This is an optimization exercise on Yosys and OpenROAD, whose aim is small area, not a production implementation. The RTL was checked by simulation tests, not by an equivalence proof against the original design. Power and IR drop assume default switching activity.

## uart_transmitter
module uart_transmitter
(
	input [7:0] data_i,
	input data_write_i, clock_i, reset_n_i,
	input [5:0] data_buffer_full_thres_i,
	input [1:0] baudrate_select_i,
	output data_buffer_full_o,
	output uart_tx_o
);
clock: 10.0 ns
lec_check: 0
cap_margin: 20
core_margin: 2
core_utilization: 65
place_density: 0.75
slew_margin: 20
standard.sh (not shown) runs the stock make flow with config.mk's settings and CLKGATE_MAP_FILE= SYNTH_SCRIPT=/design/flow/synth_recipe.tcl, a recipe that flattens the netlist after the stock synthesis.
==> flow/flow/run.sh <==
#!/bin/bash
# The standard layout (standard.sh, with the standard synthesis) with three changes:
# port buffers are buf_1 cells, every cell is first given its smallest drive
# strength before repair_design, and clock-tree synthesis uses large clusters
# of clkbuf_16 leaves without dummy loads.
set -euo pipefail
here=$(pwd)
export BUFFER_PORTS_ARGS="-buffer_cell sky130_fd_sc_hd__buf_1"
export PRE_RESIZE_TCL="$here/flow/downsize.tcl"
export CTS_ARGS="-sink_clustering_enable -repair_clock_nets -dont_use_dummy_load -buf_list sky130_fd_sc_hd__clkbuf_16 -sink_clustering_size 30 -sink_clustering_max_diameter 100"
bash standard.sh > "$here/standard.log" 2>&1
==> flow/flow/downsize.tcl <==
# Run before repair_design (PRE_RESIZE_TCL): give every cell the smallest-area
# variant of its own function (same cell name, other drive strength).
# repair_design, which follows, sizes up or buffers wherever slew or
# capacitance needs it; timing repair after CTS handles setup and hold.
set db [ord::get_db]
set dont_use $::env(DONT_USE_CELLS)
set n 0
set saved 0.0
foreach inst [[ord::get_db_block] getInsts] {
  set m [$inst getMaster]
  if {[$m getType] ne "CORE"} { continue }
  set name [$m getName]
  if {![regexp {^(sky130_fd_sc_hd__[a-z0-9]+)_([0-9]+)$} $name -> base size]} { continue }
  set best $m
  set area [expr {[$m getWidth] * [$m getHeight]}]
  set best_area $area
  foreach s {0 1 2 3 4 6 8 12 16} {
    set c [$db findMaster ${base}_$s]
    if {$c eq "NULL"} { continue }
    if {[lsearch -exact $dont_use [$c getName]] >= 0} { continue }
    set a [expr {[$c getWidth] * [$c getHeight]}]
    if {$a < $best_area} { set best $c; set best_area $a }
  }
  if {$best ne $m} {
    if {[catch {replace_cell [sta::find_instance [$inst getName]] [$best getName]} err]} {
      puts "downsize: could not resize [$inst getName]: $err"
    } else {
      incr n
      set saved [expr {$saved + ($area - $best_area) / 1e6}]
    }
  }
}
puts [format "downsize: %d cells resized, %.1f um2 saved" $n $saved]
The baseline completed with no timing, DRC or antenna violations.
Change:
--- a/flow/flow/run.sh
+++ b/flow/flow/run.sh
@@ -7,5 +7,5 @@
 here=$(pwd)
 export BUFFER_PORTS_ARGS="-buffer_cell sky130_fd_sc_hd__buf_1"
-export PRE_RESIZE_TCL="$here/flow/downsize.tcl"
+export POST_RESIZE_TCL="$here/flow/recover.tcl"
 export CTS_ARGS="-sink_clustering_enable -repair_clock_nets -dont_use_dummy_load -buf_list sky130_fd_sc_hd__clkbuf_16 -sink_clustering_size 30 -sink_clustering_max_diameter 100"
 bash standard.sh > "$here/standard.log" 2>&1
==> flow/flow/recover.tcl (new file) <==
# Run after repair_design (POST_RESIZE_TCL): size down cells off the critical
# paths while setup timing, slew and capacitance limits still hold.
estimate_parasitics -placement
repair_timing -setup -recover_power 100 -verbose
removed: flow/flow/downsize.tcl
After rerunning: Register-to-register slack degrades by 0.32 ns; final cell count barely changes; routed wire length came out higher slightly; worst hold slack stays flat; total power came out lower slightly; via count increases slightly; non-clock buffer count drops by 2.
Change:
==> flow/run.sh (new file) <==
#!/bin/bash
# synth_recipe.tcl (not shown) runs the flow's synth.tcl, then flattens the netlist and writes it again
# the make line also repeats each setting of config.mk as NAME=value (left out here)
make -C /OpenROAD-flow-scripts/flow DESIGN_CONFIG=/design/flow/config.mk WORK_HOME=/design/flow/orfs CLKGATE_MAP_FILE= SYNTH_SCRIPT=/design/flow/synth_recipe.tcl finish
--- a/flow/config.mk
+++ b/flow/config.mk
@@ -8,5 +8,4 @@
 export CAP_MARGIN = 20
 export CORE_MARGIN = 2
-export CORE_UTILIZATION = 65
-export PLACE_DENSITY = 0.75
+export CORE_UTILIZATION = 40
 export SLEW_MARGIN = 20
removed: flow/flow/run.sh
removed: flow/flow/recover.tcl
removed: flow/standard.sh
Result: The changed run completed with no timing, DRC or antenna violations. Register-to-register slack gains 0.04 ns. Combinational power drops by about 2%. Count of clock-buffer cells in the layout rose by 21. Final area rose by 8.4%. First-iteration DRC count went down by 35%. Area after synthesis does not change. Non-clock buffer count went down by 14. Final cell count rises by 15%. Via count rose by 2.5%. Core utilization came out lower by 25 points.
Change:
==> flow/flow/run.sh (new file) <==
#!/bin/bash
# The standard layout (standard.sh, with the standard synthesis) with three changes:
# port buffers are buf_1 cells, every cell is first given its smallest drive
# strength before repair_design, and clock-tree synthesis uses large clusters
# of clkbuf_16 leaves without dummy loads.
set -euo pipefail
here=$(pwd)
export BUFFER_PORTS_ARGS="-buffer_cell sky130_fd_sc_hd__buf_1"

export CTS_ARGS="-sink_clustering_enable -repair_clock_nets -dont_use_dummy_load -buf_list sky130_fd_sc_hd__clkbuf_16 -sink_clustering_size 30 -sink_clustering_max_diameter 100"
bash standard.sh > "$here/standard.log" 2>&1
==> flow/standard.sh (new file) <==
#!/bin/bash
# synth_recipe.tcl (not shown) runs the flow's synth.tcl, then flattens the netlist and writes it again
# the make line also repeats each setting of config.mk as NAME=value (left out here)
make -C /OpenROAD-flow-scripts/flow DESIGN_CONFIG=/design/flow/config.mk WORK_HOME=/design/flow/orfs CLKGATE_MAP_FILE= SYNTH_SCRIPT=/design/flow/synth_recipe.tcl "${@:-finish}"
--- a/flow/config.mk
+++ b/flow/config.mk
@@ -8,4 +8,5 @@
 export CAP_MARGIN = 20
 export CORE_MARGIN = 2
-export CORE_UTILIZATION = 40
+export CORE_UTILIZATION = 65
+export PLACE_DENSITY = 0.75
 export SLEW_MARGIN = 20
removed: flow/run.sh
=>
- setup slack is better by 0.73 ns
- global-route usage came out higher by 8.0 points
- final cell count fell by 15%
- combinational power hardly moves
- wire length drops by 5.4%
- design area decreases by 9.0%
- area after synthesis is unchanged
- power decreases by 16%
Change:
==> flow/flow/run.sh (replaced) <==
#!/bin/bash
# The standard layout (standard.sh, with the standard synthesis) with two changes:
# port buffers are buf_1 cells, and clock-tree synthesis uses large clusters of
# clkbuf_16 leaves without dummy loads.
set -euo pipefail
here=$(pwd)
export BUFFER_PORTS_ARGS="-buffer_cell sky130_fd_sc_hd__buf_1"
export CTS_ARGS="-sink_clustering_enable -repair_clock_nets -dont_use_dummy_load -buf_list sky130_fd_sc_hd__clkbuf_8 -sink_clustering_size 16 -sink_clustering_max_diameter 60"
bash standard.sh > "$here/standard.log" 2>&1
After rerunning:
- The changed run finished clean
- worst setup slack is about the same
- core utilization barely changes
- flip-flop and latch count stays the same
- total power went down by 0.62%
- register-to-register slack is better by 0.05 ns
- fmax is about the same

---

uart_transmitter again, from the RTL that the note above started with.
clock: 10.0 ns
lec_check: 0
cap_margin: 20
core_margin: 2
core_utilization: 65
cts_buf_list: sky130_fd_sc_hd__clkbuf_2
place_density: 0.75
slew_margin: 20
run.sh (not shown) runs the stock make flow with config.mk's settings and CLKGATE_MAP_FILE= SYNTH_SCRIPT=/design/flow/synth_recipe.tcl, a recipe that flattens the netlist after the stock synthesis.
Stock flow here: none of the scripts above is used.
The first run finished with timing, DRC and antenna clean.
Edit:
Settings changed: CORE_UTILIZATION 65 to 40, CTS_BUF_LIST sky130_fd_sc_hd__clkbuf_2 to sky130_fd_sc_hd__clkbuf_4, PLACE_DENSITY 0.75 to not set.
The changed run finished with timing, DRC and antenna clean.
Area after synthesis stays the same.
Final area goes up by 4.4%.
Register-to-register slack loses 290 ps.
Edit:
Settings changed: CORE_UTILIZATION 40 to 65, CTS_BUF_LIST sky130_fd_sc_hd__clkbuf_4 to sky130_fd_sc_hd__clkbuf_16, CTS_CLUSTER_DIAMETER set to 100, CTS_CLUSTER_SIZE set to 30, PLACE_DENSITY set to 0.75.
Effect: The new run completed without violations; cell count goes down by 20%; setup slack gets better by 7.0 ps; global-route usage went up by 7.4 points; wire length went down by 7.8%; synthesized area does not change; die area fell by 38%; synthesized cell count is unchanged; hold slack is better by 19 ps.

---

== build 12 ==
The RTL this note starts from:
==> flow/design.v <==
module fifo_buffer
(
	input clock, reset_n,
	input write_enable, read_enable,
	input [7:0] data_in,
	input [5:0] full_thres,
	output [7:0] tap_data,
	output head_at_tap,
	output empty, full
);
reg [5:0] fifo_cnt;
reg [4:0] wpos;
reg [7:0] data_d;
reg staged;
wire wr = write_enable & ~full;
wire rd = read_enable & ~empty;
assign full  = fifo_cnt == full_thres;
assign empty = fifo_cnt == 0;
wire [4:0] wpos_e = empty ? 5'd0 : wpos;
wire ins = wpos_e[0] ? staged : wr;
wire [7:0] bus = wpos_e[0] ? data_d : data_in;
wire may_clear = ins | (~wpos_e[0] & ~fifo_cnt[5]);
always @(posedge clock) begin
	if (reset_n == 0)
		fifo_cnt <= 0;
	else if (wr & ~rd)
		fifo_cnt <= fifo_cnt + 1;
	else if (rd & ~wr)
		fifo_cnt <= fifo_cnt - 1;
	wpos <= wpos_e + 5'd1 + {4'd0, wr};
	data_d <= data_in;
	staged <= wr & wpos_e[0];
end
wire [15:0] keep_n, load_n;
genvar j;
generate
	for (j = 0; j < 16; j = j + 1) begin : g_sel
		wire here = wpos_e[4:1] == j;
		assign keep_n[j] = here & may_clear;
		assign load_n[j] = ~(here & ins);
	end
endgenerate
fifo_ring RING
(
	.clock(clock),
	.keep_n(keep_n),
	.load_n(load_n),
	.bus(bus),
	.tap(tap_data)
);
assign head_at_tap = wpos == fifo_cnt[4:0] + 5'd1;
endmodule
module fifo_ring
(
	input clock,
	input [15:0] keep_n, load_n,
	input [7:0] bus,
	output [7:0] tap
);
reg [255:0] ring;
genvar i;
generate
	for (i = 0; i < 32; i = i + 1) begin : g_ring
		if (i % 2 == 0) begin : g_even
			wire [7:0] din = ((i / 2) % 2) ? bus : ~bus;
			always @(posedge clock)
				ring[8*i +: 8] <= ~(({8{load_n[i/2]}} | din) & ({8{keep_n[i/2]}} | ring[8*((i+31)%32) +: 8]));
		end else begin : g_odd
			always @(posedge clock)
				ring[8*i +: 8] <= ring[8*(i-1) +: 8];
		end
	end
endgenerate
assign tap = ring[7:0];
endmodule
module tx_baud_gen
(
	input clock, reset_n,
	input [1:0] baudrate_select,
	output tx_baud
);
reg [6:0] num;
always @(posedge clock) begin
	if (reset_n == 0)
		num <= 0;
	else
		num <= num + 1;
end
assign tx_baud = &num[3:0] &
                 (num[4] | (baudrate_select == 2'd0)) &
                 (num[5] | ~baudrate_select[1]) &
                 (num[6] | (baudrate_select != 2'd3));
endmodule
module uart_tx
(
	input clock, reset_n,
	input tx_start, tx_baud,
	input [7:0] data_in,
	input data_valid,
	output tx_done,
	output tx
);
localparam STATE_IDLE  = 2'b00;
localparam STATE_START = 2'b01;
localparam STATE_DATA  = 2'b10;
localparam STATE_STOP  = 2'b11;
reg [1:0] state;
reg [8:0] sh;
reg par;
wire in_data = state == STATE_DATA;
wire last = sh[8:1] == 0;
always @(posedge clock) begin
	if (reset_n == 0)
		state <= STATE_IDLE;
	else if (tx_baud)
		case (state)
			STATE_IDLE:  if (tx_start) state <= STATE_START;
			STATE_START: state <= STATE_DATA;
			STATE_DATA:  if (last) state <= STATE_STOP;
			STATE_STOP:  state <= STATE_IDLE;
		endcase
end
always @(posedge clock) begin
	if (~in_data) begin
		if (data_valid)
			sh <= {1'b1, data_in};
	end else if (tx_baud)
		sh <= {1'b0, sh[8:1]};
	if (~in_data)
		par <= 1'b0;
	else if (tx_baud)
		par <= par ^ sh[0];
end
assign tx = (state == STATE_START) ? 1'b0 :
            in_data ? (last ? par : sh[0]) : 1'b1;
assign tx_done = (state == STATE_STOP) & tx_baud;
endmodule
module uart_transmitter
(
	input [7:0] data_i,
	input data_write_i, clock_i, reset_n_i,
	input [5:0] data_buffer_full_thres_i,
	input [1:0] baudrate_select_i,
	output data_buffer_full_o,
	output uart_tx_o
);
wire empty;
wire fifo_read;
wire [7:0] data;
wire head_at_tap;
wire tx_baud;
fifo_buffer FIFO
(
	.clock(clock_i),
	.reset_n(reset_n_i),
	.full_thres(data_buffer_full_thres_i),
	.write_enable(data_write_i),
	.read_enable(fifo_read),
	.data_in(data_i),
	.tap_data(data),
	.head_at_tap(head_at_tap),
	.full(data_buffer_full_o),
	.empty(empty)
);
tx_baud_gen TX_BAUD_GEN
(
	.clock(clock_i),
	.reset_n(reset_n_i),
	.baudrate_select(baudrate_select_i),
	.tx_baud(tx_baud)
);
uart_tx UART_TX
(
	.clock(clock_i),
	.reset_n(reset_n_i),
	.tx_start(~empty),
	.tx_baud(tx_baud),
	.data_in(data),
	.data_valid(head_at_tap),
	.tx_done(fifo_read),
	.tx(uart_tx_o)
);
endmodule
==> flow/config.mk <==
export PLATFORM = sky130hd
export DESIGN_NAME = uart_transmitter
export DESIGN_NICKNAME = uart_transmitter
export VERILOG_FILES = /design/flow/design.v
export SDC_FILE = /design/flow/constraint.sdc
export NUM_CORES = 4
export LEC_CHECK = 0
export CAP_MARGIN = 20
export CORE_MARGIN = 2
export CORE_UTILIZATION = 65
export PLACE_DENSITY = 0.75
export SLEW_MARGIN = 20
export SYNTH_HIERARCHICAL = 1
export SYNTH_MINIMUM_KEEP_SIZE = 600
==> flow/constraint.sdc <==
create_clock -name core_clock -period 10.0 [get_ports {clock_i}]
set_input_delay 2.0000 -clock core_clock [delete_from_list [all_inputs] [get_ports {clock_i}]]
set_output_delay 2.0000 -clock core_clock [all_outputs]
set_load 0.01 [all_outputs]
standard.sh (not shown) runs the stock make flow with config.mk's settings and CLKGATE_MAP_FILE= SYNTH_SCRIPT=/design/flow/synth_recipe.tcl, a recipe that flattens the netlist after the stock synthesis.
==> flow/flow/run.sh <==
#!/bin/bash
# The standard layout (standard.sh, with the standard synthesis) with three changes:
# port buffers are buf_1 cells; before repair_design, each cell that drives at
# most 8 pins gets its smallest drive strength (flow/downsize.tcl); and
# clock-tree synthesis uses clusters of up to 20 sinks on clkbuf_8 leaves
# without dummy loads.
set -euo pipefail
here=$(pwd)
export BUFFER_PORTS_ARGS="-buffer_cell sky130_fd_sc_hd__buf_1"
export PRE_RESIZE_TCL="$here/flow/downsize.tcl"
export CTS_ARGS="-sink_clustering_enable -repair_clock_nets -dont_use_dummy_load -buf_list sky130_fd_sc_hd__clkbuf_8 -sink_clustering_size 20 -sink_clustering_max_diameter 70"
bash standard.sh > "$here/standard.log" 2>&1
==> flow/flow/downsize.tcl <==
# Run before repair_design (PRE_RESIZE_TCL): a cell whose output drives at
# most 8 input pins gets the smallest-area variant of its own function (same
# cell name, other drive strength). repair_design, which follows, sizes up
# or buffers wherever slew or capacitance still needs it.
set db [ord::get_db]
set dont_use $::env(DONT_USE_CELLS)
set n 0
set saved 0.0
foreach inst [[ord::get_db_block] getInsts] {
  set m [$inst getMaster]
  if {[$m getType] ne "CORE" || [$m isSequential]} { continue }
  set name [$m getName]
  if {![regexp {^(sky130_fd_sc_hd__[a-z0-9]+)_([0-9]+)$} $name -> base size]} { continue }
  set fanout -1
  foreach it [$inst getITerms] {
    if {[$it isOutputSignal] && [$it getNet] ne "NULL"} {
      set fanout [expr {[llength [[$it getNet] getITerms]] + [llength [[$it getNet] getBTerms]] - 1}]
    }
  }
  if {$fanout < 1} { continue }
  set best $m
  set area [expr {[$m getWidth] * [$m getHeight]}]
  set best_area $area
  foreach s {0 1 2 3 4 6 8 12 16} {
    set c [$db findMaster ${base}_$s]
    if {$c eq "NULL"} { continue }
    if {[lsearch -exact $dont_use [$c getName]] >= 0} { continue }
    set a [expr {[$c getWidth] * [$c getHeight]}]
    if {$a < $best_area} { set best $c; set best_area $a }
  }
  if {$best ne $m} {
    if {[catch {replace_cell [sta::find_instance [$inst getName]] [$best getName]} err]} {
      puts "downsize: could not resize [$inst getName]: $err"
    } else {
      incr n
      set saved [expr {$saved + ($area - $best_area) / 1e6}]
    }
  }
}
puts [format "downsize: %d cells resized, %.1f um2 saved" $n $saved]
The following lists how build 86 was set up differently from build 12:
diff --git a/flow/flow/downsize.tcl b/flow/flow/downsize.tcl
--- a/flow/flow/downsize.tcl
+++ b/flow/flow/downsize.tcl
@@ -19,3 +19,3 @@
   }
-  if {$fanout < 1} { continue }
+  if {$fanout < 1 || $fanout > 8} { continue }
   set best $m
Findings:
Build 86 ran to completion and came out clean on the timing, DRC and antenna checks.
In the reports for build 12 and build 86, the larger routed wirelength normalized by instance count belongs to build 86.
Relative max-transition margin: build 86 worse than build 12
Worst setup slack after layout was lower in the run labelled build 86.
Any difference in global-route usage between build 12 and build 86 is small enough to ignore.
Per the comparison of build 86 with build 12, area growth from synthesis to layout roughly the same; final critical-path required period higher; routed wire length higher.
As far as power consumption is concerned, build 12 and build 86 perform about the same.
Build 12 and build 86 ended up with nearly the same post-route cell area.
On setup slack on the worst flop-to-flop path: build 86 sits above build 12.
Changes in build 51 relative to build 86:
==> flow/flow/run.sh <==
#!/bin/bash
# The standard layout (standard.sh, with the standard synthesis) with three changes:
# port buffers are buf_1 cells; before repair_design, each cell that drives a
# single pin gets its smallest drive strength (flow/downsize.tcl); and
# clock-tree synthesis uses clusters of up to 18 sinks on clkbuf_8 leaves
# without dummy loads.
set -euo pipefail
here=$(pwd)
export BUFFER_PORTS_ARGS="-buffer_cell sky130_fd_sc_hd__buf_1"
export PRE_RESIZE_TCL="$here/flow/downsize.tcl"
export CTS_ARGS="-sink_clustering_enable -repair_clock_nets -dont_use_dummy_load -buf_list sky130_fd_sc_hd__clkbuf_8 -sink_clustering_size 18 -sink_clustering_max_diameter 70"
bash standard.sh > "$here/standard.log" 2>&1
diff --git a/flow/flow/downsize.tcl b/flow/flow/downsize.tcl
--- a/flow/flow/downsize.tcl
+++ b/flow/flow/downsize.tcl
@@ -1,3 +1,3 @@
-# Run before repair_design (PRE_RESIZE_TCL): a cell whose output drives at
-# most 8 input pins gets the smallest-area variant of its own function (same
+# Run before repair_design (PRE_RESIZE_TCL): a cell whose output drives a
+# single input pin gets the smallest-area variant of its own function (same
 # cell name, other drive strength). repair_design, which follows, sizes up
@@ -19,3 +19,3 @@
   }
-  if {$fanout < 1 || $fanout > 8} { continue }
+  if {$fanout != 1} { continue }
   set best $m
### Flow results
- Build 86 and build 51 all finish clean.
- Comparing build 86 and build 51, the higher initial antenna violation count is on build 51.
- | share of the final layout cell area in multi-input gates | build 86 vs build 51 | ≈ equal |
- Build 86 and build 51 ended up with nearly the same total half-perimeter wirelength after legalization and detailed placement.
- Build 51 does worse than build 86 on post-place setup slack.
- Aggregate global-route resource usage sits higher in build 51 than in build 86.
- The worst IR drop on VDD in build 86 is 0.818 times that in build 51.
- The final clock period utilization by the worst path in build 51 sits 0.95 points above the value recorded for build 86.
- Power density over the cells, build 86 and build 51: smaller value in build 86
- Build 86 leaves more setup margin than build 51.
- Re clock network latency to the later pin of the worst-skew pair: build 51 is 0.02 ns up on build 86.

[static timing again, ports no longer ideal]
No port has a modelled driver above. Below, the same layouts with a new extraction and two added sets of constraints. Step 1 sets driving cells, clkbuf_16 on the clock port and buf_2 on the other inputs (assumed; they add their load-dependent delay and slew). Step 2 moves the port delays by t, midway between the first and last clock arrival at a register: inputs arrive t later, outputs are due t later. That takes back most of the time a late clock gives input paths. Slacks: ideal ports / drivers / drivers and shift; pairs: ideal ports / drivers.
run | t (ns) | setup slack, ns | pins driven straight from the clock port
the first run of note 1 | 0.506 | 5.086 / 5.065 / 5.065 | 1
the second run of note 1 | 0.504 | 5.037 / 5.017 / 5.017 | 1
the third run of note 1 | 0.577 | 4.299 / 4.271 / 4.271 | 1
the fourth run of note 1 | 0.504 | 5.029 / 5.009 / 5.009 | 1
the fifth run of note 1 | 0.544 | 5.030 / 5.010 / 5.010 | 1
the first run of note 2 | 0.796 | 4.304 / 4.273 / 4.273 | 1
the second run of note 2 | 0.677 | 4.299 / 4.271 / 4.271 | 1
the third run of note 2 | 0.507 | 4.306 / 4.274 / 4.274 | 1
build 12 | 0.536 | 5.294 / 5.263 / 5.095 | 1
build 86 | 0.538 | 5.288 / 5.268 / 5.013 | 1
build 51 | 0.544 | 5.193 / 5.172 / 5.070 | 1
After both steps setup and hold are still met in every run listed. For build 86, which loses most, drivers alone change the setup slack by -0.020 ns; drivers and shift together by -0.275 ns.
